From an optimization exercise on the open Yosys and OpenROAD flow, aimed at small area, a short achievable clock period and few clock cycles; shortcuts taken in it are not production practice.
The RTL was checked by simulation tests, not by an equivalence proof against the original design.
Power is estimated from default activity; no workload was simulated.

==> design.v <==
module andor16n #(parameter W = 8) (
    input  logic [15:0][W-1:0] d,
    input  logic [15:0] s,
    output logic [W-1:0] yn
);
    logic [1:0][W-1:0] h;
    always_comb begin
        h = '0;
        for (int k = 0; k < 8; k++) begin
            h[0] |= d[k] & {W{s[k]}};
            h[1] |= d[k+8] & {W{s[k+8]}};
        end
    end
    assign yn = ~(h[0] | h[1]);
endmodule
module nor2g (input logic a, b, output logic y);
    assign y = ~(a | b);
endmodule
module nand4w #(parameter W = 8) (
    input  logic [W-1:0] a, b, c, d,
    output logic [W-1:0] y
);
    assign y = ~(a & b & c & d);
endmodule
module top_level #(
    parameter WIDTH=8,
    parameter WAYS=4,
    parameter TOTAL_SIZE=16,
    parameter RAM_DEPTH=256
) (
    input  logic clk, rst, we, re,
    input  logic [$clog2(RAM_DEPTH)-1:0] addr,
    input  logic [WIDTH-1:0] data_in,
    output logic done, op_in_progress,
    output logic [WIDTH-1:0] data_out
);
    logic [RAM_DEPTH-1:0][WIDTH-1:0] mem;
    logic done_r, wr_pend, clr;
    logic [$clog2(RAM_DEPTH)-1:0] waddr_r;
    logic [WIDTH-1:0] wdata_r, lo_r, hi_r;
    always_ff @(posedge clk or posedge rst) begin
        if (rst) begin
            done_r  <= 1'b0;
            wr_pend <= 1'b0;
            clr     <= 1'b1;
        end else begin
            done_r  <= re | we;
            wr_pend <= we;
            clr     <= 1'b0;
        end
    end
    always_ff @(posedge clk) begin
        waddr_r <= addr;
        wdata_r <= data_in;
    end
    logic [RAM_DEPTH-1:0] sel;
    always_comb begin
        for (int i = 0; i < RAM_DEPTH; i++) sel[i] = (addr == i);
    end
    logic [15:0][WIDTH-1:0] t1;    
    logic [3:0][WIDTH-1:0]  t2;    
    for (genvar i = 0; i < 16; i++) begin : l1
        andor16n #(.W(WIDTH)) g (.d(mem[16*i+15:16*i]), .s(sel[16*i+15:16*i]), .yn(t1[i]));
    end
    for (genvar i = 0; i < 4; i++) begin : l2
        nand4w #(.W(WIDTH)) g (.a(t1[4*i]), .b(t1[4*i+1]), .c(t1[4*i+2]), .d(t1[4*i+3]), .y(t2[i]));
    end
    always_ff @(posedge clk) begin
        lo_r <= re ? (t2[0] | t2[1]) : '0;
        hi_r <= re ? (t2[2] | t2[3]) : '0;
    end
    logic [15:0] wlon, whin;
    for (genvar k = 0; k < 16; k++) begin : wdec
        assign wlon[k] = ~(clr || (wr_pend && waddr_r[3:0] == k));
        assign whin[k] = ~(clr || waddr_r[7:4] == k);
    end
    logic [RAM_DEPTH-1:0] wen;
    logic [WIDTH-1:0] wdata;
    assign wdata = clr ? '0 : wdata_r;
    for (genvar i = 0; i < RAM_DEPTH; i++) begin : row
        nor2g w (.a(wlon[i % 16]), .b(whin[i / 16]), .y(wen[i]));
        always_ff @(posedge clk) begin
            if (wen[i]) mem[i] <= wdata;
        end
    end
    assign done = done_r;
    assign op_in_progress = done_r;
    assign data_out = lo_r | hi_r;
endmodule
==> run.sh <==
#!/bin/bash
# synth_recipe.tcl (not shown) runs the flow's synth.tcl, then flattens the netlist and writes it again
# the make line also repeats each setting of config.mk as NAME=value (left out here)
make -C /OpenROAD-flow-scripts/flow DESIGN_CONFIG=/design/flow/config.mk WORK_HOME=/design/flow/orfs CLKGATE_MAP_FILE= SYNTH_SCRIPT=/design/flow/synth_recipe.tcl finish
==> config.mk <==
export PLATFORM = sky130hd
export DESIGN_NAME = top_level
export DESIGN_NICKNAME = top_level
export VERILOG_FILES = /design/flow/design.v
export SDC_FILE = /design/flow/constraint.sdc
export NUM_CORES = 4
export LEC_CHECK = 0
export CAP_MARGIN = 20
export CORE_MARGIN = 2
export CORE_UTILIZATION = 65
export CTS_CLUSTER_DIAMETER = 60
export CTS_CLUSTER_SIZE = 25
export SETUP_SLACK_MARGIN = 4.0
export SLEW_MARGIN = 40
export SYNTH_HIERARCHICAL = 1
==> constraint.sdc <==
create_clock -name core_clock -period 7.0 [get_ports {clk}]
set_input_delay 1.4000 -clock core_clock [delete_from_list [all_inputs] [get_ports {clk}]]
set_output_delay 1.4000 -clock core_clock [all_outputs]
set_load 0.01 [all_outputs]
==> summary.txt, run 1 <==
Outcome
  – Status: finished clean

Min path
  – Hold Path Depth: 1
  – Hold endpoint: mem[675]
  – HP Start: wdata_r[3]
  – HP Class: reg2reg

Routing
  – Via count: 43,400
  – Via-to-Cell Ratio: 7.28
  – DR WL/cell: 35.4 µm
  – DRC: 0
  – Final ANT Viol Nets: 0
  – Drt pass-1 iters: 6
  – DR iter-0 viols: 6,975
  – Final WL: 211 mm

Logic synthesis
  – Main synth FF type: edfxtp_1
  – Post-Syn Area: 78,200 µm²
  – Syn avg cell area: 18.5 µm²
  – Seq/Total Area, Yosys: 79.5%
  – Synth unique cells: 35
  – Top cell type's share of synthesized area: 78.6%
  – Dominant cells by area after synthesis: edfxtp_1, a22o_1, a221oi_1, nor2_1, buf_6
  – Cells after Synth: 4,221
  – Yosys warns: 8
  – Syn nets: 4,241
  – #FFs+latches synth: 2,083
  – EDFF count, synth: 2,048
  – Top cell type by total area after synthesis: edfxtp_1
  – Asr flop ratio synth: 0.144%

Global routing
  – Vias in the first global route: 41,100
  – Initial antenna violation count: 15
  – GR Util All Layers: 34.1%
  – Global-route wire length before repair: 294 mm
  – Largest net degree at the start of global routing: 167
  – Global route overflow: 0

STA
  – FMAX: 0.324 GHz
  – Finish-stage setup viols: 0
  – RSZ-0062 raised after global routing: yes
  – Slew @ Worst Pin: 0.850 ns
  – Final hold violation count: 0
  – Final setup skew: 0.0314 ns
  – Fin crit share: 44.1%
  – Relative slew slack: 43.3%
  – Final worst slack: 3.92 ns
  – Slew Limit Fails: 0
  – Fin crit period: 3.08 ns
  – Post-route setup TNS: 0 ns

Critical path
  – CP max-delay cell: nand4_1
  – Crit path launch type: input port
  – Critical Path RT: 7.68 ns
  – Top delay family on crit path: simple AND/OR/NAND/NOR gates
  – CP most frequent cell: buf_6
  – RR Endpoint: mem[2003]
  – Crit-path max FO: 12
  – Reg2reg setup slack: 4.05 ns
  – Critical Path Sink Type: register
  – CP Data Arrival Time: 3.77 ns
  – R2R depth: 4
  – WP buf/inv: 3
  – CP Class: in2reg
  – CP max stage delay: 0.36 ns
  – Critical R2R Launch: waddr_r[1]
  – Crit path cell chain: buf_6 > buf_6 > nand4bb_4 > buf_12 > nor2_1 > a22o_1 > a221oi_2 > and4_4 > nand4_1 > o21a_1

Placed design
  – Detailed placement HPWL: 127 mm
  – DP Cell Count: 5,639
  – Routability congestion estimate: 0.909
  – I/O Buffers: 29
  – Place WS: 1.54 ns

Final layout
  – # nets final: 4,262
  – Fill cell count: 7,113
  – Area grow syn2layout: 10.9%
  – Antenna diodes: 0
  – Finished Layout Cells: 5,957
  – Layout cell share with drive strength beyond 1: 20.1%

Clock network
  – Root Buffer: clkbuf_16
  – CTS Buf Count: 139
  – Clock transition at the registers of the reported paths: 0.09 ns
  – CTS max path bufs: 3
  – H-tree depth: 4
  – Clock Sinks: 2,083
  – CTS tree: yes
  – Clk latency of the worst-skew pair: 0.80 ns

Pwr
  – Peak VDD IR: 0.000288 V
  – PD cells: 286 nW/µm²
  – Leak: 25.9 nW

Floorplanning
  – Die Height: 351 µm
  – Die W: 351 µm
  – Ports: 30
  – Initial Util: 65.4%
  – Core box area: 120,000 µm²
  – Die footprint: 123,000 µm²
  – Cell row count: 127

Run
  – Max-cap viol count: 0
## worst register-to-register path: stages (launching register included)
cell	delay (ns)
dfxtp_1	0.63
nor2b_2	0.53
a31oi_4	0.37
buf_4	0.41
nor2_1	0.64
## per-module statistics from Yosys (local to each module, per instance), excerpt
module | flops+latches | area (µm²) | cells inside
nor2g | 0 | 3.75 | 1
top_level | 2083 | 64400 | 2525
## how the worst max path moves through the flow
| stage | startpoint | to | slack [ns] | cells after the start |
|---|---|---|---|---|
| 6_report | addr[5] | hi_r[6] | 3.92 | 10 |
| 5_1_grt | lo_r[4] | data_out[4] | 3.98 | 2 |
| 4_1_cts | addr[7] | lo_r[0] | 3.92 | 9 |
| 3_5_place_dp | addr[1] | lo_r[0] | 1.54 | 9 |
| 3_3_place_gp | addr[1] | lo_r[1] | 0.87 | 9 |
| 2_1_floorplan | clr | mem[0] | 3.76 | 2 |
## per-stage QoR
stage / area (µm²) / hold slack, ns / utilization (%) / power [mW]
3_3_place_gp: 79000 / 0.704 / 66.0 / 16.4
3_5_place_dp: 79300 / 0.662 / 66.3 / 16.5
5_1_grt: 86800 / 0.681 / 72.5 / 25.4
4_1_cts: 85600 / 0.671 / 71.6 / 24.8
2_1_floorplan: 78300 / 0.668 / - / 15.8
6_report: 86800 / 0.676 / 72.5 / 24.8
## cell type report
| type | instances | area, µm² | share of cell area, % |
|---|---|---|---|
| Clock inverter | 93 | 970 | 1.12 |
| Clock buffer | 151 | 3660 | 4.22 |
| Tap cell | 1612 | 2020 | 2.32 |
| Sequential cell | 2083 | 62300 | 71.8 |
| Timing Repair Buffer | 206 | 2470 | 2.85 |
| Multi-Input combinational cell | 1810 | 15400 | 17.7 |
| Inverter | 2 | 7.51 | 0.00865 |
## cell usage in the layout, fill, tap and decap left out, drive strengths merged, types with 2 or more instances in the layout
cell / synthesis / routed
a41oi: 4 / 4
edfxtp: 2048 / 2048
nor2b: 15 / 16
clkinv: 0 / 41
a21oi: 14 / 14
dfrtp: 2 / 2
a31oi: 14 / 14
or4: 2 / 2
nand4: 34 / 34
or4b: 8 / 9
nor3b: 2 / 2
dlygate4sd2: 0 / 2
clkdlybuf4s50: 0 / 10
and4: 128 / 128
a22o: 512 / 512
bufinv: 0 / 6
a221oi: 512 / 512
dfxtp: 32 / 32
buf: 228 / 192
or2: 9 / 9
nor2: 515 / 515
nand4b: 8 / 8
clkinvlp: 0 / 14
inv: 2 / 34
clkbuf: 100 / 153
nand4bb: 12 / 12
o21a: 16 / 16
## where the power goes
part	leakage, nW	internal (mW)	switching (mW)
logic	5.29	0.235	0.909
registers	18.3	14.8	0.348
clock network	2.23	4.16	4.32
## synthesized netlist by cell type, types with 15 or more instances
cell	instances
and4_1	128
nor2b_1	15
clkbuf_2	17
dfxtp_1	32
clkbuf_1	83
a22o_1	512
o21a_1	16
nor2_1	502
buf_12	16
a221oi_1	480
buf_2	58
a221oi_2	32
edfxtp_1	2048
buf_6	153
nand4_1	34
## metal layers
metal  vias up  track usage [%]  part of all wire (%)
met5         -                0                 0.031
met4        10             13.0                   3.8
met3       414             7.37                    12
met2      2763             51.3                    46
met1     22400             49.8                    38
li1      17700                -                     -
## logic make-up after synthesis
| logic type | Yosys count | synth area share [%] |
|---|---|---|
| compound gates | 1072 | 12.1 |
| buf+inv | 330 | 3.51 |
| flops | 2083 | 79.5 |
| other cells | 1 | 0.00479 |
| simple gates | 735 | 4.85 |
## state kept, by name (all words and copies together) (netlist names)
signal	flops
mem	2048
hi_r	8
lo_r	8
waddr_r	8
wdata_r	8
clr	1
done_r	1
wr_pend	1
## repair_timing
item                       CTS  global route
gates resized for setup    439           181
buffers inserted            41            23
gates cloned                 3             3
pin swaps                   42            28
hold buffers                 0             0
setup endpoints to repair  368           154
Testbench counts, summed over its fixed seeds: cycles 24,000.
==> inputs of run 2 (changes only) <==
--- a/design.v
+++ b/design.v
@@ -1,17 +1,18 @@
-module andor16n #(parameter W = 8) (
-    input  logic [15:0][W-1:0] d,
-    input  logic [15:0] s,
-    output logic [W-1:0] yn
+module andor8 #(parameter W = 8) (
+    input  logic [7:0][W-1:0] d,
+    input  logic [7:0] s,
+    output logic [W-1:0] y
 );
-    logic [1:0][W-1:0] h;
     always_comb begin
-        h = '0;
-        for (int k = 0; k < 8; k++) begin
-            h[0] |= d[k] & {W{s[k]}};
-            h[1] |= d[k+8] & {W{s[k+8]}};
-        end
+        y = '0;
+        for (int k = 0; k < 8; k++) y |= d[k] & {W{s[k]}};
     end
-    assign yn = ~(h[0] | h[1]);
+endmodule
+module nor2w #(parameter W = 8) (
+    input  logic [W-1:0] a, b,
+    output logic [W-1:0] y
+);
+    assign y = ~(a | b);
 endmodule
 module nor2g (input logic a, b, output logic y);
     assign y = ~(a | b);
@@ -57,17 +58,21 @@
     always_comb begin
         for (int i = 0; i < RAM_DEPTH; i++) sel[i] = (addr == i);
     end
-    logic [15:0][WIDTH-1:0] t1;    
-    logic [3:0][WIDTH-1:0]  t2;    
-    for (genvar i = 0; i < 16; i++) begin : l1
-        andor16n #(.W(WIDTH)) g (.d(mem[16*i+15:16*i]), .s(sel[16*i+15:16*i]), .yn(t1[i]));
+    logic [31:0][WIDTH-1:0] t1;    
+    logic [15:0][WIDTH-1:0] t2;    
+    logic [3:0][WIDTH-1:0]  t3;    
+    for (genvar i = 0; i < 32; i++) begin : l1
+        andor8 #(.W(WIDTH)) g (.d(mem[8*i+7:8*i]), .s(sel[8*i+7:8*i]), .y(t1[i]));
     end
-    for (genvar i = 0; i < 4; i++) begin : l2
-        nand4w #(.W(WIDTH)) g (.a(t1[4*i]), .b(t1[4*i+1]), .c(t1[4*i+2]), .d(t1[4*i+3]), .y(t2[i]));
+    for (genvar i = 0; i < 16; i++) begin : l2
+        nor2w #(.W(WIDTH)) g (.a(t1[2*i]), .b(t1[2*i+1]), .y(t2[i]));
+    end
+    for (genvar i = 0; i < 4; i++) begin : l3
+        nand4w #(.W(WIDTH)) g (.a(t2[4*i]), .b(t2[4*i+1]), .c(t2[4*i+2]), .d(t2[4*i+3]), .y(t3[i]));
     end
     always_ff @(posedge clk) begin
-        lo_r <= re ? (t2[0] | t2[1]) : '0;
-        hi_r <= re ? (t2[2] | t2[3]) : '0;
+        lo_r <= re ? (t3[0] | t3[1]) : '0;
+        hi_r <= re ? (t3[2] | t3[3]) : '0;
     end
     logic [15:0] wlon, whin;
     for (genvar k = 0; k < 16; k++) begin : wdec
==> run 2 against run 1 <==
  * Critical endpoint is now hi_r[1]
  * Highest routed layer unchanged
  * Count of clock-buffer cells in the layout is 2 higher
  * Hold slack worse by 0.071 ns
  * Maximum frequency is 1.1% lower
  * Synthesized cell count is 6.1% higher
==> summary.txt, run 2 <==
Final layout
  – Top reg by flops: mem
  – Register Area: 62,300 µm²
  – Fill cell count: 7,014
  – Layout Utilization: 73.2%
  – Number of flip-flops in the largest register: 2,048
  – Area grow syn2layout: 11.6%
  – Area of the multi-input gates: 14,300 µm²
  – Commonest non-fill, non-tap cell in the layout: edfxtp_1
  – Layout cell share with drive strength beyond 1: 15.7%
  – # nets final: 4,477
  – Most frequent cells in the layout: edfxtp_1, a22oi_1, nor2_1, nand4_1, nor2_2

Global routing
  – Global route overflow: 0
  – Largest net degree at the start of global routing: 162
  – GR Util All Layers: 34.3%
  – Vias in the first global route: 41,400
  – Initial antenna violation count: 10
  – Global-route wire length before repair: 293 mm

Clock network
  – CTS max path bufs: 3
  – CTS hold repair buffers: 0
  – Root Buffer: clkbuf_16
  – CTS Buf Count: 138
  – Clock transition at the registers of the reported paths: 0.08 ns
  – H-tree depth: 4
  – Clk latency of the worst-skew pair: 0.77 ns
  – CTS tree: yes
  – Clock Sinks: 2,083

Routing
  – DRC: 0
  – DR WL/cell: 33.9 µm
  – Final WL: 207 mm
  – Top routing layer used: met5
  – Wire length on met3: 23.6 mm
  – Met2 wire length: 94.9 mm
  – Via count: 43,500
  – Via-to-Cell Ratio: 7.14
  – Metal-1 WL: 79.4 mm
  – DR iter-0 viols: 6,656
  – Drt pass-1 iters: 6
  – Final ANT Viol Nets: 0

Placed design
  – Place WS: 1.61 ns
  – I/O Buffers: 29
  – Detailed placement HPWL: 126 mm
  – Routability congestion estimate: 0.914

Critical path
  – CP Data Arrival Time: 3.77 ns
  – R2R depth: 4
  – Top delay family on crit path: simple AND/OR/NAND/NOR gates
  – Critical R2R Launch: wr_pend
  – Crit-path max FO: 17
  – Critical Path Sink Type: register
  – Crit path launch type: input port
  – Reg2reg setup slack: 3.95 ns
  – RR Endpoint: mem[56]
  – CP max-delay cell: nand4_1
  – Critical Path RT: 7.65 ns
  – CP max stage delay: 0.39 ns
  – Crit path cell chain: buf_4 > nand4bb_2 > buf_12 > nor2_2 > a22oi_1 > nand4_1 > nor2_4 > nand4_1 > o21a_1
  – CP Class: in2reg
  – WP buf/inv: 2
  – CP most frequent cell: nand4_1

Floorplanning
  – Die Height: 347 µm
  – Ports: 30
  – Die footprint: 120,000 µm²
  – Cell row count: 125
  – Die W: 347 µm
  – Core box area: 116,000 µm²
  – Initial Util: 65.6%

Logic synthesis
  – Main combinational cell family by area after synthesis: compound AO/OA/AOI/OAI gates
  – Seq/Total Area, Yosys: 81.5%
  – Yosys warns: 8
  – Mux cell area share after synthesis: 0%
  – Synth unique cells: 32
  – Post-synthesis simple-gate area fraction: 6.23%
  – Asr flop ratio synth: 0.144%
  – Top cell type's share of synthesized area: 80.6%
  – Syn nets: 4,497
  – #FFs+latches synth: 2,083
  – Main synth FF type: edfxtp_1
  – Cell with the most instances after synthesis: edfxtp_1
  – Top cell type by total area after synthesis: edfxtp_1
  – Post-synthesis compound-gate area fraction: 10.5%
  – Post-Syn Area: 76,300 µm²
  – Synth Area in XOR/XNOR: 0%
  – Cells after Synth: 4,477
  – Post-synthesis adder-cell area fraction: 0%
  – Commonest cells post-synth: edfxtp_1, a22oi_1, nor2_1
  – Dominant cells by area after synthesis: edfxtp_1, a22oi_1, nor2_1, nand4_1, dfxtp_1
  – Syn avg cell area: 17.0 µm²
  – EDFF count, synth: 2,048

STA
  – Final worst slack: 3.88 ns
  – Finish-stage setup viols: 0
  – Post-route setup TNS: 0 ns
  – Relative slew slack: 37.0%
  – Fin crit share: 44.6%
  – Slew @ Worst Pin: 0.943 ns
  – RSZ-0062 raised after global routing: yes
  – FMAX: 0.321 GHz
  – Fin crit period: 3.12 ns
  – Slew Limit Fails: 0
  – Final hold violation count: 0
  – Final setup skew: 0.0236 ns

Pwr
  – Peak VDD IR: 0.000271 V
  – PD cells: 293 nW/µm²
  – Final Total Pwr: 24.9 mW
  – Leak: 25.1 nW

Outcome
  – Status: finished clean

Min path
  – HP Start: wdata_r[0]
  – Hold Path Depth: 1
  – Hold endpoint: mem[656]
  – HP Class: reg2reg

Run
  – Max-cap viol count: 0
## run 2: changes by cell type in the layout (fill, tap and decap cells not counted), sizes merged, moves of 3 or more
cell      change
a22oi      +1024
a221oi      -512
a22o        -512
nand4       +256
and4        -128
nor2        +128
buf          -40
bufinv        +7
clkinvlp      -4
diode         +3
## run 2: metal layers
layer  vias up  global-route usage (%)
met3       374                    7.67
li1      18200                       -
met5         -                       0
met2      2741                    51.4
met4         2                    13.3
met1     22200                    50.2
## run 2: final cells by class
| cell class | instances | area share, % |
|---|---|---|
| Multi-Input combinational cell | 2066 | 16.8 |
| Clock inverter | 96 | 1.27 |
| Timing Repair Buffer | 166 | 2.28 |
| Clock buffer | 153 | 4.33 |
| Antenna cell | 3 | 0.00881 |
| Sequential cell | 2083 | 73.1 |
| Inverter | 2 | 0.00881 |
| Tap cell | 1524 | 2.24 |
## run 2: power by group
part / total [mW] / switching [mW] / internal [mW]
logic: 1.12 / 0.910 / 0.209
registers: 15.1 / 0.306 / 14.8
clock network: 8.68 / 4.26 / 4.42
## run 2: logic make-up after synthesis
logic type / Yosys count
flops: 2083
compound gates: 1072
simple gates: 991
buf+inv: 330
other cells: 1
## run 2: per-module statistics from Yosys, one instance, submodules excluded, excerpt
module     copies in the design  flops+latches
nor2g                       256              0
top_level                     1           2083
## run 2: worst max path at each step
stage | slack [ns] | endpoint | depth (start not counted) | startpoint
2_1_floorplan | 3.76 | mem[0] | 2 | clr
3_3_place_gp | 1.45 | hi_r[2] | 8 | addr[6]
3_5_place_dp | 1.61 | hi_r[4] | 9 | addr[3]
4_1_cts | 3.93 | hi_r[1] | 9 | addr[3]
5_1_grt | 3.94 | lo_r[6] | 9 | addr[1]
6_report | 3.88 | hi_r[1] | 9 | addr[2]
## run 2: repair_timing
item | 4_1_cts | 5_1_grt
setup buffers | 42 | 14
endpoints found under the setup margin | 623 | 253
gates cloned | 2 | 0
endpoints found under the hold margin | 0 | 0
gates resized for setup | 283 | 167
pin swaps | 38 | 33
## run 2: through the flow
stage	hold slack (ns)	cell area, µm²	instances
after global placement	0.589	78100	5765
after CTS	0.606	84400	6073
after global routing	0.615	85200	6090
after detailed placement	0.586	78500	5780
after floorplan	0.623	76400	4477
final	0.605	85200	6093
Testbench counts of run 2, summed over its fixed seeds: cycles 24,000.
==> inputs of run 3 (changes only) <==
--- a/design.v
+++ b/design.v
@@ -8,11 +8,12 @@
         for (int k = 0; k < 8; k++) y |= d[k] & {W{s[k]}};
     end
 endmodule
-module nor2w #(parameter W = 8) (
+module oai21w #(parameter W = 8) (
     input  logic [W-1:0] a, b,
+    input  logic s,
     output logic [W-1:0] y
 );
-    assign y = ~(a | b);
+    assign y = ~((a | b) & {W{s}});
 endmodule
 module nor2g (input logic a, b, output logic y);
     assign y = ~(a | b);
@@ -38,7 +39,7 @@
     logic [RAM_DEPTH-1:0][WIDTH-1:0] mem;
     logic done_r, wr_pend, clr;
     logic [$clog2(RAM_DEPTH)-1:0] waddr_r;
-    logic [WIDTH-1:0] wdata_r, lo_r, hi_r;
+    logic [WIDTH-1:0] wdata_r, lo_rn, hi_rn;
     always_ff @(posedge clk or posedge rst) begin
         if (rst) begin
             done_r  <= 1'b0;
@@ -54,25 +55,26 @@
         waddr_r <= addr;
         wdata_r <= data_in;
     end
-    logic [RAM_DEPTH-1:0] sel;
-    always_comb begin
-        for (int i = 0; i < RAM_DEPTH; i++) sel[i] = (addr == i);
+    logic [15:0] lo1h, hi1h;
+    for (genvar k = 0; k < 16; k++) begin : rdec
+        assign lo1h[k] = (addr[3:0] == k);
+        assign hi1h[k] = (addr[7:4] == k);
     end
     logic [31:0][WIDTH-1:0] t1;    
     logic [15:0][WIDTH-1:0] t2;    
     logic [3:0][WIDTH-1:0]  t3;    
     for (genvar i = 0; i < 32; i++) begin : l1
-        andor8 #(.W(WIDTH)) g (.d(mem[8*i+7:8*i]), .s(sel[8*i+7:8*i]), .y(t1[i]));
+        andor8 #(.W(WIDTH)) g (.d(mem[8*i+7:8*i]), .s(lo1h[8*(i%2)+7:8*(i%2)]), .y(t1[i]));
     end
     for (genvar i = 0; i < 16; i++) begin : l2
-        nor2w #(.W(WIDTH)) g (.a(t1[2*i]), .b(t1[2*i+1]), .y(t2[i]));
+        oai21w #(.W(WIDTH)) g (.a(t1[2*i]), .b(t1[2*i+1]), .s(hi1h[i]), .y(t2[i]));
     end
     for (genvar i = 0; i < 4; i++) begin : l3
         nand4w #(.W(WIDTH)) g (.a(t2[4*i]), .b(t2[4*i+1]), .c(t2[4*i+2]), .d(t2[4*i+3]), .y(t3[i]));
     end
     always_ff @(posedge clk) begin
-        lo_r <= re ? (t3[0] | t3[1]) : '0;
-        hi_r <= re ? (t3[2] | t3[3]) : '0;
+        lo_rn <= ~(re ? (t3[0] | t3[1]) : '0);
+        hi_rn <= ~(re ? (t3[2] | t3[3]) : '0);
     end
     logic [15:0] wlon, whin;
     for (genvar k = 0; k < 16; k++) begin : wdec
@@ -90,5 +92,5 @@
     end
     assign done = done_r;
     assign op_in_progress = done_r;
-    assign data_out = lo_r | hi_r;
+    assign data_out = ~(lo_rn & hi_rn);
 endmodule
--- a/config.mk
+++ b/config.mk
@@ -10,6 +10,6 @@
 export CORE_UTILIZATION = 65
 export CTS_CLUSTER_DIAMETER = 60
 export CTS_CLUSTER_SIZE = 25
-export SETUP_SLACK_MARGIN = 4.0
+export SETUP_SLACK_MARGIN = 4.4
 export SLEW_MARGIN = 40
 export SYNTH_HIERARCHICAL = 1
==> run 3 against run 2 <==
  * Non-clock buffer count increased by 99
  * Clock skew increased by 0.0039 ns
  * Via count increased by 1.9%
  * Core utilization increased by 3.1 points
  * Sequential power about the same
  * Sequential cell count unchanged
  * Highest routed layer is now met4
==> summary.txt, run 3 <==
STA
  – FMAX: 0.335 GHz
  – Finish-stage setup viols: 0
  – Final setup skew: 0.0275 ns
  – Slew @ Worst Pin: 0.892 ns
  – Fin crit share: 42.7%
  – RSZ-0062 raised after global routing: yes
  – Post-route setup TNS: 0 ns
  – Fin crit period: 2.99 ns
  – Slew Limit Fails: 0
  – Final worst slack: 4.01 ns
  – Relative slew slack: 40.3%
  – Final hold violation count: 0

Routing
  – Via-to-Cell Ratio: 7.47
  – Final ANT Viol Nets: 0
  – DR iter-0 viols: 7,653
  – Drt pass-1 iters: 6
  – DRC: 0
  – Final WL: 220 mm
  – Via count: 44,300
  – DR WL/cell: 37.1 µm

Final layout
  – Layout cell share with drive strength beyond 1: 21.9%
  – Top reg by flops: mem
  – Most frequent cells in the layout: edfxtp_1, a22oi_1, nand4_1, clkbuf_16, a22oi_2
  – # nets final: 4,333
  – Number of flip-flops in the largest register: 2,048
  – Fill cell count: 6,178
  – Commonest non-fill, non-tap cell in the layout: edfxtp_1
  – Area of the multi-input gates: 14,300 µm²
  – Register Area: 62,300 µm²
  – Area grow syn2layout: 16.4%

Global routing
  – Vias in the first global route: 41,800
  – Global route overflow: 0
  – GR Util All Layers: 37.3%
  – Global-route wire length before repair: 307 mm
  – Initial antenna violation count: 6
  – Largest net degree at the start of global routing: 197

Logic synthesis
  – Cells after Synth: 4,168
  – Top cell type by total area after synthesis: edfxtp_1
  – #FFs+latches synth: 2,083
  – Commonest cells post-synth: edfxtp_1, a22oi_1, nand4_1
  – Syn nets: 4,188
  – Yosys warns: 8
  – Post-Syn Area: 75,000 µm²
  – Syn avg cell area: 18.0 µm²
  – Main synth FF type: edfxtp_1
  – Seq/Total Area, Yosys: 83.0%
  – Top cell type's share of synthesized area: 82.0%
  – Dominant cells by area after synthesis: edfxtp_1, a22oi_1, nand4_1, nor2_1, o21ai_0
  – Synth unique cells: 31
  – EDFF count, synth: 2,048
  – Asr flop ratio synth: 0.144%
  – Cell with the most instances after synthesis: edfxtp_1

Critical path
  – CP Class: in2reg
  – RR Endpoint: mem[1238]
  – Critical Path Sink Type: register
  – Crit-path max FO: 6
  – CP Data Arrival Time: 3.66 ns
  – Critical R2R Launch: waddr_r[0]
  – R2R depth: 4
  – Reg2reg setup slack: 4.28 ns
  – Crit path launch type: input port
  – Critical Path RT: 7.67 ns

Outcome
  – Status: finished clean

Placed design
  – Place WS: 1.69 ns
  – Detailed placement HPWL: 119 mm
  – Routability congestion estimate: 0.877
  – I/O Buffers: 29

Pwr
  – Peak VDD IR: 0.000271 V
  – PD cells: 290 nW/µm²
  – Leak: 26.0 nW

Clock network
  – Root Buffer: clkbuf_16
  – Clock transition at the registers of the reported paths: 0.08 ns
  – CTS max path bufs: 3
  – Clock Sinks: 2,083
  – CTS tree: yes
  – H-tree depth: 4
  – CTS Buf Count: 138
  – Clk latency of the worst-skew pair: 0.78 ns
  – CTS hold repair buffers: 0

Min path
  – HP Start: wdata_r[7]
  – HP Class: reg2reg
  – Hold Path Depth: 1
  – Hold endpoint: mem[1359]

Floorplanning
  – Ports: 30
  – Die W: 344 µm
  – Die footprint: 118,000 µm²
  – Core box area: 114,000 µm²
  – Initial Util: 65.6%
  – Die Height: 344 µm
  – Cell row count: 124

Run
  – Max-cap viol count: 0
==> run 3: report_power, final <==
part | internal [mW] | switching [mW]
clock | 4.23 | 4.23
combinational | 0.435 | 1.28
sequential | 14.8 | 0.326
total | 19.5 | 5.84
==> run 3: cells by family after synthesis <==
family / Yosys count / share of synthesized area (%)
other cells: 1 / 0.00500
compound gates: 1200 / 11.5
flops: 2083 / 83.0
buf+inv: 264 / 1.33
simple gates: 620 / 4.24
==> run 3: critical path, cell delays in order <==
cell      delay [ns]
buf_12          0.11
nand2b_4        0.20
nor2_4          0.11
buf_12          0.18
buf_16          0.15
a22oi_1         0.18
nand4_1         0.28
o21ai_2         0.28
nand4_1         0.46
o21ai_1         0.29
==> run 3: final cells by class <==
type / count / share of cell area [%]
Inverter: 1 / 0.00430
Clock inverter: 90 / 1.13
Multi-Input combinational cell: 1824 / 16.3
Antenna cell: 5 / 0.0143
Tap cell: 1512 / 2.17
Clock buffer: 157 / 4.17
Timing Repair Buffer: 265 / 4.82
Sequential cell: 2083 / 71.3
==> run 3: per-stage QoR <==
step | util (%) | cells | total power, mW | hold WS [ns] | cell area, µm²
2_1_floorplan | - | 4168 | 16.0 | 0.636 | 75100
3_3_place_gp | 67.8 | 5539 | 16.6 | 0.725 | 77600
3_5_place_dp | 68.2 | 5559 | 16.8 | 0.696 | 78000
4_1_cts | 75.5 | 5914 | 25.2 | 0.695 | 86300
5_1_grt | 76.3 | 5932 | 25.9 | 0.645 | 87200
6_report | 76.3 | 5937 | 25.3 | 0.650 | 87300
==> run 3: how the worst max path moves through the flow <==
| stage | endpoint | slack [ns] | depth (start not counted) | startpoint |
|---|---|---|---|---|
| after floorplan | mem[0] | 3.79 | 2 | clr |
| after global placement | hi_rn[7] | 1.70 | 9 | addr[0] |
| after detailed placement | hi_rn[7] | 1.69 | 9 | addr[0] |
| after CTS | data_out[6] | 4.17 | 2 | hi_rn[6] |
| after global routing | hi_rn[3] | 4.12 | 10 | addr[2] |
| final | hi_rn[5] | 4.01 | 10 | addr[2] |
==> run 3: routing by layer <==
metal	vias to the layer above	share of wire [%]	global-route usage [%]
met4	0	4.3	14.9
li1	17700	-	-
met1	22600	36	53.8
met2	3494	46	56.4
met5	-	0	0
met3	465	14	8.63
==> run 3: modules after synthesis, one instance, submodules excluded, a selection <==
module     area, µm²  cells inside  flops+latches
top_level      62900          2216           2083
nor2g           3.75             1              0
==> run 3: what timing repair did <==
| item | CTS | global route |
|---|---|---|
| pin swaps | 191 | 82 |
| setup endpoints to repair | 2347 | 1016 |
| buffers inserted | 67 | 11 |
| gates resized for setup | 706 | 159 |
| gates cloned | 41 | 4 |
Testbench counts of run 3, summed over its fixed seeds: cycles 24,000.
==> inputs of run 4 (changes only) <==
--- a/design.v
+++ b/design.v
@@ -39,7 +39,8 @@
     logic [RAM_DEPTH-1:0][WIDTH-1:0] mem;
     logic done_r, wr_pend, clr;
     logic [$clog2(RAM_DEPTH)-1:0] waddr_r;
-    logic [WIDTH-1:0] wdata_r, lo_rn, hi_rn;
+    logic [WIDTH-1:0] wdata_r;
+    logic [3:0][WIDTH-1:0] part_rn;
     always_ff @(posedge clk or posedge rst) begin
         if (rst) begin
             done_r  <= 1'b0;
@@ -73,8 +74,7 @@
         nand4w #(.W(WIDTH)) g (.a(t2[4*i]), .b(t2[4*i+1]), .c(t2[4*i+2]), .d(t2[4*i+3]), .y(t3[i]));
     end
     always_ff @(posedge clk) begin
-        lo_rn <= ~(re ? (t3[0] | t3[1]) : '0);
-        hi_rn <= ~(re ? (t3[2] | t3[3]) : '0);
+        for (int q = 0; q < 4; q++) part_rn[q] <= ~(t3[q] & {WIDTH{re}});
     end
     logic [15:0] wlon, whin;
     for (genvar k = 0; k < 16; k++) begin : wdec
@@ -92,5 +92,5 @@
     end
     assign done = done_r;
     assign op_in_progress = done_r;
-    assign data_out = ~(lo_rn & hi_rn);
+    assign data_out = ~(part_rn[0] & part_rn[1] & part_rn[2] & part_rn[3]);
 endmodule
==> run 4 against run 3 <==
  * Still clean
  * Register-to-register slack better by 0.04 ns
  * Synthesized area up 0.49%
  * Sequential share of layout area down 0.16 points
  * Global-route usage up 0.48 points
  * Hold slack better by 0.017 ns
  * Worst setup slack worse by 0.046 ns
  * Routed wire length up 11%
  * Core utilization up 0.38 points
  * Critical endpoint is now data_out[4]
==> summary.txt, run 4 <==
Final layout
  – Commonest non-fill, non-tap cell in the layout: edfxtp_1
  – Final Cell Area: 87,900 µm²
  – Largest regs: mem (2048), part_rn (32)
  – Layout cell share with drive strength beyond 1: 21.8%
  – Area grow syn2layout: 16.7%
  – # nets final: 4,395
  – Most frequent cells in the layout: edfxtp_1, a22oi_1, nand4_1, nor2_2, clkbuf_16
  – Fill cell count: 6,114
  – Top reg by flops: mem
  – Number of flip-flops in the largest register: 2,048

Logic synthesis
  – Post-Syn Area: 75,400 µm²
  – Cell with the most instances after synthesis: edfxtp_1
  – #FFs+latches synth: 2,099
  – Cells after Synth: 4,200
  – Commonest cells post-synth: edfxtp_1, a22oi_1, nand4_1
  – Main synth FF type: edfxtp_1
  – Syn nets: 4,220
  – Seq/Total Area, Yosys: 83.0%
  – Top cell type by total area after synthesis: edfxtp_1
  – Syn avg cell area: 17.9 µm²
  – Synth unique cells: 29
  – Yosys warns: 8
  – EDFF count, synth: 2,048
  – Top cell type's share of synthesized area: 81.6%
  – Asr flop ratio synth: 0.143%
  – Dominant cells by area after synthesis: edfxtp_1, a22oi_1, nand4_1, nor2_1, dfxtp_1

Pwr
  – Leak: 26.4 nW
  – Switching portion of total power: 23.5%
  – Seq pwr share: 59.6%
  – Net switching power: 6.00 mW
  – Comb pwr share: 6.9%
  – Peak VDD IR: 0.000270 V
  – Internal: 19.5 mW
  – Power share of the clock group: 33.5%
  – PD cells: 290 nW/µm²

Critical path
  – CP max-delay cell: dfxtp_4
  – CP max stage delay: 0.45 ns
  – WP buf/inv: 1
  – Critical Path RT: 5.60 ns
  – Top delay family on crit path: flip-flops
  – R2R depth: 4
  – Crit path cell chain: nand4_1 > buf_2
  – RR Endpoint: mem[284]
  – Crit path launch type: register
  – Reg2reg setup slack: 4.32 ns
  – Critical Path Sink Type: primary output
  – Critical R2R Launch: wr_pend
  – Crit-path max FO: 2
  – CP Data Arrival Time: 1.63 ns
  – CP Class: reg2out

Floorplanning
  – Initial Util: 65.7%
  – Cell row count: 124
  – Die Height: 345 µm
  – Core box area: 115,000 µm²
  – Ports: 30
  – Die footprint: 119,000 µm²
  – Die W: 345 µm

Run
  – Max-cap viol count: 0

Routing
  – Final WL: 245 mm
  – Via count: 46,100
  – Drt pass-1 iters: 9
  – DR iter-0 viols: 9,179
  – Final ANT Viol Nets: 0
  – DR WL/cell: 40.8 µm
  – DRC: 0
  – Via-to-Cell Ratio: 7.69

Global routing
  – Global route overflow: 0
  – Largest net degree at the start of global routing: 126
  – GR Util All Layers: 37.8%
  – Initial antenna violation count: 10
  – Vias in the first global route: 42,300
  – Global-route wire length before repair: 310 mm

Clock network
  – CTS hold repair buffers: 0
  – Clk latency of the worst-skew pair: 0.78 ns
  – CTS tree: yes
  – CTS Buf Count: 135
  – Clock transition at the registers of the reported paths: 0.08 ns
  – H-tree depth: 4
  – CTS max path bufs: 3
  – Clock Sinks: 2,099
  – Root Buffer: clkbuf_16

Outcome
  – Status: finished clean

STA
  – RSZ-0062 raised after global routing: yes
  – Finish-stage setup viols: 0
  – Slew Limit Fails: 0
  – Slew @ Worst Pin: 0.871 ns
  – FMAX: 0.329 GHz
  – Post-route setup TNS: 0 ns
  – Fin crit share: 43.4%
  – Relative slew slack: 41.7%
  – Final hold violation count: 0
  – Fin crit period: 3.03 ns
  – Final setup skew: 0.0328 ns

Placed design
  – Routability congestion estimate: 0.844
  – Placed inst area: 78,200 µm²
  – I/O Buffers: 29
  – Detailed placement HPWL: 117 mm

Min path
  – HP Start: wdata_r[5]
  – Hold Path Depth: 1
  – Hold endpoint: mem[1453]
  – HP Class: reg2reg
run 4: power by group through the flow:
stage	Clock, mW	Sequential (mW)	Combinational, mW
after global routing	9.01	15.3	1.79
after global placement	0	15.4	1.30
final	8.56	15.2	1.76
after detailed placement	0	15.5	1.37
after floorplan	0	15.4	0.718
after CTS	8.55	15.2	1.54
run 4: how the worst max path moves through the flow:
stage,startpoint,to,slack [ns],cells after the start
2_1_floorplan,clr,mem[0],3.79,2
3_3_place_gp,addr[7],part_rn[30],1.53,6
3_5_place_dp,addr[3],part_rn[22],2.29,9
4_1_cts,part_rn[4],data_out[4],3.98,2
5_1_grt,part_rn[6],data_out[6],4.01,2
6_report,part_rn[4],data_out[4],3.97,2
run 4: cell families (layout without fill, tap and decap cells):
group           count (synthesis)  after routing  synth area share [%]
simple gates                  650            651                  4.40
compound gates               1184           1184                  11.3
flops                        2099           2099                  83.0
other cells                     1             10               0.00498
buf+inv                       266            547                  1.34
run 4: through the flow:
step / power (mW) / utilization, % / setup slack [ns] / hold WS (ns) / cells
after detailed placement: 16.9 / 68.2 / 2.29 / 0.631 / 5573
final: 25.5 / 76.7 / 3.97 / 0.667 / 6003
after global routing: 26.1 / 76.7 / 4.01 / 0.680 / 5995
after floorplan: 16.1 / - / 3.79 / 0.623 / 4200
after global placement: 16.7 / 67.9 / 1.53 / 0.633 / 5560
after CTS: 25.3 / 74.5 / 3.98 / 0.647 / 5893
run 4: modules after synthesis, one instance, submodules excluded, a selection:
module / copies in the design / area [µm²] / cells inside
top_level: 1 / 63300 / 2248
nor2g: 256 / 3.75 / 1
run 4: metal layers:
layer	part of all wire [%]	track usage [%]
met1	33	52.6
met2	45	57.3
met3	16	10.1
met4	5.4	16.6
met5	0.018	0
run 4: final cells by class:
type	instances	area (µm²)	share of cell area [%]
repair buffers	302	4960	5.64
inverters	1	3.75	0.00427
clock inverters	91	1020	1.16
flip-flops and latches	2099	62600	71.2
clock buffers	153	3640	4.13
well taps	1512	1890	2.15
multi-input cells	1836	13800	15.7
diodes	9	22.5	0.0256
run 4: worst reg2reg max path, delay by kind of cell (launching register included):
family,cells,cell delay [ns]
compound gates,1,0.61
buf+inv,1,0.56
flops,1,0.57
simple gates,2,0.65
run 4: what timing repair did:
action	CTS	global route
gates resized for setup	470	320
pin swaps	45	102
setup endpoints to repair	1608	1953
buffers inserted	43	54
cloned	33	47
Testbench counts of run 4, summed over its fixed seeds: cycles 24,000.
==> inputs of run 5 (changes only) <==
--- a/design.v
+++ b/design.v
@@ -6,6 +6,14 @@
     always_comb begin
         y = '0;
         for (int k = 0; k < 8; k++) y |= d[k] & {W{s[k]}};
+    end
+endmodule
+module dec4 (
+    input  logic [3:0] a,
+    output logic [15:0] y
+);
+    for (genvar k = 0; k < 16; k++) begin : d
+        assign y[k] = (a == k);
     end
 endmodule
 module oai21w #(parameter W = 8) (
@@ -39,8 +47,7 @@
     logic [RAM_DEPTH-1:0][WIDTH-1:0] mem;
     logic done_r, wr_pend, clr;
     logic [$clog2(RAM_DEPTH)-1:0] waddr_r;
-    logic [WIDTH-1:0] wdata_r;
-    logic [3:0][WIDTH-1:0] part_rn;
+    logic [WIDTH-1:0] wdata_r, lo_rn, hi_rn;
     always_ff @(posedge clk or posedge rst) begin
         if (rst) begin
             done_r  <= 1'b0;
@@ -56,16 +63,17 @@
         waddr_r <= addr;
         wdata_r <= data_in;
     end
-    logic [15:0] lo1h, hi1h;
-    for (genvar k = 0; k < 16; k++) begin : rdec
-        assign lo1h[k] = (addr[3:0] == k);
-        assign hi1h[k] = (addr[7:4] == k);
+    logic [3:0][15:0] lo1h;
+    logic [15:0] hi1h;
+    for (genvar q = 0; q < 4; q++) begin : rdec
+        dec4 lo (.a(addr[3:0]), .y(lo1h[q]));
     end
+    dec4 rdec_hi (.a(addr[7:4]), .y(hi1h));
     logic [31:0][WIDTH-1:0] t1;    
     logic [15:0][WIDTH-1:0] t2;    
     logic [3:0][WIDTH-1:0]  t3;    
     for (genvar i = 0; i < 32; i++) begin : l1
-        andor8 #(.W(WIDTH)) g (.d(mem[8*i+7:8*i]), .s(lo1h[8*(i%2)+7:8*(i%2)]), .y(t1[i]));
+        andor8 #(.W(WIDTH)) g (.d(mem[8*i+7:8*i]), .s(lo1h[i/8][8*(i%2)+7:8*(i%2)]), .y(t1[i]));
     end
     for (genvar i = 0; i < 16; i++) begin : l2
         oai21w #(.W(WIDTH)) g (.a(t1[2*i]), .b(t1[2*i+1]), .s(hi1h[i]), .y(t2[i]));
@@ -74,7 +82,8 @@
         nand4w #(.W(WIDTH)) g (.a(t2[4*i]), .b(t2[4*i+1]), .c(t2[4*i+2]), .d(t2[4*i+3]), .y(t3[i]));
     end
     always_ff @(posedge clk) begin
-        for (int q = 0; q < 4; q++) part_rn[q] <= ~(t3[q] & {WIDTH{re}});
+        lo_rn <= ~(re ? (t3[0] | t3[1]) : '0);
+        hi_rn <= ~(re ? (t3[2] | t3[3]) : '0);
     end
     logic [15:0] wlon, whin;
     for (genvar k = 0; k < 16; k++) begin : wdec
@@ -92,5 +101,5 @@
     end
     assign done = done_r;
     assign op_in_progress = done_r;
-    assign data_out = ~(part_rn[0] & part_rn[1] & part_rn[2] & part_rn[3]);
+    assign data_out = ~(lo_rn & hi_rn);
 endmodule
==> run 5 against run 4 <==
  * Still clean
  * Via count decreased by 4.8%
  * Sequential power barely moved
  * Core utilization down 1.1 points
  * Critical path type is now in2reg
  * Largest cell class unchanged
  * Largest power group unchanged
==> summary.txt, run 5 <==
Logic synthesis
  – Top cell type's share of synthesized area: 80.7%
  – Syn nets: 4,244
  – Post-synthesis compound-gate area fraction: 11.3%
  – Syn avg cell area: 18.0 µm²
  – Asr flop ratio synth: 0.144%
  – Commonest cells post-synth: edfxtp_1, a22oi_1, nand4_1
  – Dominant cells by area after synthesis: edfxtp_1, a22oi_1, nand4_1, nor2_1, o21ai_0
  – Mux cell area share after synthesis: 0%
  – Seq/Total Area, Yosys: 81.7%
  – EDFF count, synth: 2,048
  – Cells after Synth: 4,224
  – Cell with the most instances after synthesis: edfxtp_1
  – Main synth FF type: edfxtp_1
  – Post-synthesis adder-cell area fraction: 0%
  – Synth Area in XOR/XNOR: 0%
  – #FFs+latches synth: 2,083
  – Post-Syn Area: 76,200 µm²
  – Yosys warns: 8
  – Synth unique cells: 35
  – Top cell type by total area after synthesis: edfxtp_1
  – Post-synthesis simple-gate area fraction: 5.42%
  – Main combinational cell family by area after synthesis: compound AO/OA/AOI/OAI gates

STA
  – Fin crit period: 2.89 ns
  – RSZ-0062 raised after global routing: yes
  – Final worst slack: 4.11 ns
  – Final hold violation count: 0
  – Slew @ Worst Pin: 0.907 ns
  – FMAX: 0.346 GHz
  – Hold_ws: 0.662 ns
  – Relative slew slack: 39.5%
  – Final setup skew: 0.0301 ns
  – Slew Limit Fails: 0
  – Finish-stage setup viols: 0
  – Post-route setup TNS: 0 ns
  – Fin crit share: 41.3%

Clock network
  – CTS Buf Count: 139
  – Clock Sinks: 2,083
  – H-tree depth: 4
  – CTS tree: yes
  – CTS hold repair buffers: 0
  – CTS max path bufs: 3
  – Clock transition at the registers of the reported paths: 0.08 ns
  – Clk latency of the worst-skew pair: 0.80 ns
  – Root Buffer: clkbuf_16

Critical path
  – Top delay family on crit path: simple AND/OR/NAND/NOR gates
  – Critical Path Sink Type: register
  – CP Class: in2reg
  – Critical Path RT: 7.70 ns
  – Crit path cell chain: buf_16 > buf_8 > clkbuf_16 > and4_4 > buf_8 > a22oi_2 > nand4_1 > o21ai_2 > nand4_1 > o21ai_1
  – CP max-delay cell: nand4_1
  – CP max stage delay: 0.37 ns
  – Reg2reg setup slack: 4.41 ns
  – Crit-path max FO: 8
  – WP buf/inv: 4
  – CP Data Arrival Time: 3.59 ns
  – Crit path launch type: input port

Pwr
  – Leak: 26.3 nW
  – Seq pwr share: 59.1%
  – Net switching power: 5.94 mW
  – Power share of the clock group: 34.1%
  – Internal: 19.7 mW
  – Switching portion of total power: 23.2%
  – Comb pwr share: 6.8%
  – PD cells: 292 nW/µm²
  – Peak VDD IR: 0.000290 V

Placed design
  – Detailed placement HPWL: 118 mm
  – I/O Buffers: 29
  – Routability congestion estimate: 0.890
  – Place WS: 2.14 ns

Global routing
  – GR Util All Layers: 35.0%
  – Vias in the first global route: 42,200
  – Initial antenna violation count: 5
  – Global route overflow: 0
  – Global-route wire length before repair: 299 mm
  – Largest net degree at the start of global routing: 154

Final layout
  – Layout cell share with drive strength beyond 1: 22.3%
  – Top reg by flops: mem
  – Most frequent cells in the layout: edfxtp_1, a22oi_1, nand4_1, nor2_2, clkbuf_16
  – # nets final: 4,369
  – Area grow syn2layout: 15.3%
  – Fill cell count: 6,528
  – Commonest non-fill, non-tap cell in the layout: edfxtp_1
  – Number of flip-flops in the largest register: 2,048

Floorplanning
  – Core box area: 116,000 µm²
  – Ports: 30
  – Die W: 346 µm
  – Initial Util: 65.5%
  – Die Height: 346 µm
  – Die footprint: 120,000 µm²
  – Cell row count: 125

Routing
  – Drt pass-1 iters: 8
  – DRC: 0
  – DR WL/cell: 35.4 µm
  – Final ANT Viol Nets: 0
  – Via count: 43,900
  – Final WL: 211 mm
  – Via-to-Cell Ratio: 7.35
  – DR iter-0 viols: 7,421

Run
  – Max-cap viol count: 0

Min path
  – HP Class: reg2reg

Outcome
  – Status: finished clean
==> run 5: cell types whose count changed after synthesis, sizes merged, moves of 16 or more <==
| cell | change |
|---|---|
| nor4b | +20 |
| dfxtp | -16 |
| nand2 | -28 |
| and4bb | +30 |
| o21ai | +16 |
| and4b | +20 |
| nor2 | -18 |
| buf | +20 |
==> run 5: path summary, 6_finish.rpt <==
path / from / end / cells after the start
worst max-delay path: addr[2] / lo_rn[6] / 10
worst min-delay path: wdata_r[0] / mem[1848] / 1
worst max register to register: waddr_r[2] / mem[668] / 4
worst min register to register: wdata_r[0] / mem[1848] / 1
max in group asynchronous: rst / clr / 2
min in group asynchronous: rst / wr_pend / 2
==> run 5: layout make-up <==
| class | count | area [µm²] | share of cell area, % |
|---|---|---|---|
| repair buffers | 257 | 3900 | 4.44 |
| clock buffers | 147 | 3640 | 4.14 |
| flip-flops and latches | 2083 | 62300 | 70.9 |
| well taps | 1524 | 1910 | 2.17 |
| multi-input cells | 1867 | 15000 | 17.0 |
| clock inverters | 98 | 1180 | 1.35 |
| inverters | 1 | 3.75 | 0.00427 |
| diodes | 1 | 2.50 | 0.00285 |
==> run 5: through the flow <==
| stage | cells | area (µm²) | total power, mW | utilization, % |
|---|---|---|---|---|
| after floorplan | 4224 | 76200 | 16.0 | - |
| after global placement | 5603 | 78300 | 16.7 | 67.4 |
| after detailed placement | 5610 | 78500 | 16.8 | 67.6 |
| after CTS | 5943 | 86600 | 25.6 | 74.5 |
| after global routing | 5977 | 87900 | 26.3 | 75.6 |
| final | 5978 | 87900 | 25.6 | 75.6 |
==> run 5: repair_timing <==
action	in CTS	in global routing
buffers inserted	50	21
gates resized for setup	646	220
setup endpoints to repair	2028	1666
endpoints found under the hold margin	0	0
cloned	38	11
pin swaps	139	116
==> run 5: power by group through the flow <==
stage,clock network (mW),registers (mW),logic (mW)
6_report,8.75,15.1,1.75
5_1_grt,9.24,15.2,1.81
4_1_cts,8.79,15.1,1.64
3_5_place_dp,0,15.4,1.43
3_3_place_gp,0,15.3,1.37
2_1_floorplan,0,15.3,0.760
==> run 5: worst reg2reg max path, cell delays in order (launching register included) <==
cell     delay (ns)
dfxtp_2        0.63
and2b_1        0.38
a21oi_4        0.64
buf_4          0.44
nor2_2         0.19
==> run 5: metal layers <==
metal	vias up	global-route usage (%)	wire, µm
li1	18000	-	-
met1	22500	51.1	78700
met2	3077	53.4	98600
met3	414	6.92	26100
met4	2	12.7	8040
met5	-	0	13
==> run 5: modules after synthesis, one instance, submodules excluded, a selection <==
module / times used / flip-flops and latches / area, µm² / cells
dec4: 5 / 0 / 277 / 20
top_level: 1 / 2083 / 62700 / 2172
nor2g: 256 / 0 / 3.75 / 1
==> run 5: kinds of logic (layout without fill, tap and decap cells) <==
| kind of cell | count (synthesis) | after routing |
|---|---|---|
| DFF | 2083 | 2083 |
| AOI/OAI and AO/OA | 1200 | 1200 |
| and+or+nand+nor | 656 | 666 |
| buffers and inverters | 284 | 503 |
| other | 1 | 2 |
Testbench counts of run 5, summed over its fixed seeds: cycles 24,000.
==> inputs of run 6 (changes only) <==
--- a/config.mk
+++ b/config.mk
@@ -11,5 +11,5 @@
 export CTS_CLUSTER_DIAMETER = 60
 export CTS_CLUSTER_SIZE = 25
 export SETUP_SLACK_MARGIN = 4.4
-export SLEW_MARGIN = 40
+export SLEW_MARGIN = 10
 export SYNTH_HIERARCHICAL = 1
==> run 6 against run 5 <==
  * Maximum frequency is 1.5% lower
  * Count of clock-buffer cells in the layout rose by 8
  * Non-clock buffer count up 29
  * Sequential share of layout area hardly changed
  * Via count grew 1.0%
  * Routed wire length increased by 0.97%
==> summary.txt, run 6 <==
Outcome
  – Status: finished clean

Placed design
  – I/O Buffers: 29
  – Placed inst area: 78,500 µm²
  – Routability congestion estimate: 0.890
  – Detailed placement HPWL: 117 mm

Min path
  – HP Class: reg2reg
  – HP Start: wdata_r[0]
  – Hold endpoint: mem[1816]
  – Hold Path Depth: 1

Final layout
  – Most frequent cells in the layout: edfxtp_1, a22oi_1, nand4_1, clkbuf_16, a22oi_2
  – # nets final: 4,400
  – Final Cell Area: 87,900 µm²
  – Register Area: 62,300 µm²
  – Number of flip-flops in the largest register: 2,048
  – Area grow syn2layout: 15.3%
  – Antenna diodes: 0
  – Commonest non-fill, non-tap cell in the layout: edfxtp_1
  – Layout cell share with drive strength beyond 1: 21.7%
  – Fill cell count: 6,522
  – Layout Utilization: 75.6%
  – Area of the multi-input gates: 14,900 µm²
  – Top reg by flops: mem

Critical path
  – Top delay family on crit path: simple AND/OR/NAND/NOR gates
  – RR Endpoint: mem[1649]
  – Reg2reg setup slack: 4.38 ns
  – Crit path launch type: input port
  – Critical R2R Launch: wr_pend
  – R2R depth: 4
  – CP max stage delay: 0.39 ns
  – Crit. path cell count: 10
  – Critical Path Sink Type: register
  – WP buf/inv: 4
  – CP Class: in2reg
  – CP Data Arrival Time: 3.61 ns
  – Critical path launch point: addr[1]
  – Critical Path RT: 7.67 ns
  – CP max-delay cell: nand4_1
  – Crit path cell chain: buf_16 > buf_16 > buf_8 > and4bb_4 > buf_12 > a22oi_2 > nand4_1 > o21ai_2 > nand4_1 > o21ai_2
  – Crit-path max FO: 8

STA
  – Post-route setup TNS: 0 ns
  – Fin crit share: 42.0%
  – FMAX: 0.341 GHz
  – RSZ-0062 raised after global routing: yes
  – Final setup skew: 0.0292 ns
  – Relative slew slack: 26.0%
  – Slew Limit Fails: 0
  – Hold_ws: 0.665 ns
  – Slew @ Worst Pin: 1.11 ns
  – Final hold violation count: 0
  – Finish-stage setup viols: 0
  – Fin crit period: 2.94 ns

Floorplanning
  – Die W: 346 µm
  – Die Height: 346 µm
  – Cell row count: 125
  – Ports: 30
  – Die footprint: 120,000 µm²
  – Core box area: 116,000 µm²
  – Initial Util: 65.5%

Run
  – Max-cap viol count: 0

Logic synthesis
  – Dominant cells by area after synthesis: edfxtp_1, a22oi_1, nand4_1, nor2_1, o21ai_0
  – Cell with the most instances after synthesis: edfxtp_1
  – Cells after Synth: 4,224
  – Main synth FF type: edfxtp_1
  – Syn avg cell area: 18.0 µm²
  – EDFF count, synth: 2,048
  – Synth unique cells: 35
  – Yosys warns: 8
  – Asr flop ratio synth: 0.144%
  – #FFs+latches synth: 2,083
  – Syn nets: 4,244
  – Top cell type by total area after synthesis: edfxtp_1
  – Seq/Total Area, Yosys: 81.7%
  – Post-Syn Area: 76,200 µm²
  – Commonest cells post-synth: edfxtp_1, a22oi_1, nand4_1
  – Top cell type's share of synthesized area: 80.7%

Clock network
  – Clock Sinks: 2,083
  – Clk latency of the worst-skew pair: 0.77 ns
  – CTS tree: yes
  – CTS Buf Count: 138
  – H-tree depth: 4
  – Root Buffer: clkbuf_16
  – Clock transition at the registers of the reported paths: 0.08 ns
  – CTS max path bufs: 3

Pwr
  – Peak VDD IR: 0.000317 V
  – Leak: 26.4 nW
  – Final Total Pwr: 25.4 mW
  – PD cells: 289 nW/µm²

Routing
  – DR WL/cell: 35.5 µm
  – Via-to-Cell Ratio: 7.39
  – DR iter-0 viols: 7,160
  – Final WL: 213 mm
  – Via count: 44,400
  – Drt pass-1 iters: 8
  – DRC: 0
  – Final ANT Viol Nets: 0

Global routing
  – Global-route wire length before repair: 294 mm
  – Global route overflow: 0
  – Initial antenna violation count: 2
  – Largest net degree at the start of global routing: 193
  – Vias in the first global route: 41,900
  – GR Util All Layers: 34.2%
run 6: repair_timing:
| action | 4_1_cts | 5_1_grt |
|---|---|---|
| endpoints found under the setup margin | 2760 | 2501 |
| endpoints found under the hold margin | 0 | 0 |
| pin swaps | 115 | 131 |
| hold buffers | 0 | 0 |
| resized for setup | 590 | 271 |
| setup buffers | 54 | 42 |
| gates cloned | 31 | 27 |
run 6: power breakdown:
group | total, mW | internal, mW | leakage, nW | switching, mW
Combinational | 1.77 | 0.469 | 5.81 | 1.30
Clock | 8.46 | 4.23 | 2.23 | 4.23
Sequential | 15.1 | 14.8 | 18.3 | 0.327
Total | 25.4 | 19.5 | 26.4 | 5.86
run 6: how the worst max path moves through the flow:
stage                     to  slack (ns)
floorplan             mem[0]        3.79
CTS                 hi_rn[2]        4.16
detailed placement  hi_rn[2]        1.91
global route        lo_rn[3]        4.13
global placement    hi_rn[2]        1.82
finish              lo_rn[6]        4.06
run 6: cell families (layout without fill, tap and decap cells):
group | after synthesis | in the layout | synth area share (%)
flops | 2083 | 2083 | 81.7
other cells | 1 | 1 | 0.00492
buf+inv | 284 | 531 | 1.61
simple gates | 656 | 669 | 5.42
compound gates | 1200 | 1200 | 11.3
run 6: through the flow:
stage,cells,setup slack (ns)
2_1_floorplan,4224,3.79
3_3_place_gp,5603,1.82
3_5_place_dp,5610,1.91
4_1_cts,5939,4.16
5_1_grt,6008,4.13
6_report,6008,4.06
run 6: per-module statistics from Yosys, one instance, submodules excluded, excerpt:
module	flops+latches	area, µm²
dec4	0	277
nor2g	0	3.75
top_level	2083	62700
run 6: layout make-up:
class	instances	area share, %
Tap cell	1524	2.17
Sequential cell	2083	70.9
Clock buffer	155	4.09
Inverter	1	0.00427
Timing Repair Buffer	286	4.71
Clock inverter	89	1.16
Multi-Input combinational cell	1870	17.0
run 6: per-layer routing:
metal	share of wire, %	vias up	track usage (%)
met1	38	22800	49.8
met3	12	436	7.18
met2	46	3121	52.5
met5	0	-	0
met4	4.1	0	11.8
li1	-	18100	-

## separate check: timing with driven ports
The flow's constraints put no driver on any port. The routed layouts listed below were extracted and timed again, unchanged, in two steps. Step 1 assumes that a clkbuf_16 drives the clock port and a buf_2 every other input. Step 2 moves the port delays by t, midway between the first and last clock arrival at a register: inputs arrive t later, outputs are due t later. That takes back most of the time a late clock gives input paths. Three values: no drivers, after step 1, after step 2; two values: the first two.
| run | shift t [ns] | setup WS [ns] | hold slack, ns | worst setup path at the end | worst slew at a driven data input, ns |
|---|---|---|---|---|---|
| run 1 | 0.863 | 3.915 / 3.833 / 2.970 | 0.676 / 0.676 / 0.676 | input to register | 0.20 |
| run 2 | 0.832 | 3.880 / 3.835 / 3.003 | 0.605 / 0.605 / 0.605 | input to register | 0.19 |
| run 3 | 0.839 | 4.011 / 4.017 / 3.177 | 0.650 / 0.650 / 0.650 | input to register | 0.26 |
| run 4 | 0.833 | 3.965 / 3.890 / 3.297 | 0.667 / 0.667 / 0.667 | input to register | 0.11 |
| run 5 | 0.861 | 4.108 / 3.808 / 2.948 | 0.662 / 0.662 / 0.662 | input to register | 0.47 |
| run 6 | 0.838 | 4.063 / 3.827 / 2.989 | 0.665 / 0.665 / 0.665 | input to register | 0.44 |
After both steps setup and hold are still met in every run listed. For run 5, which loses most, drivers alone change the setup slack by -0.300 ns; drivers and shift together by -1.160 ns.
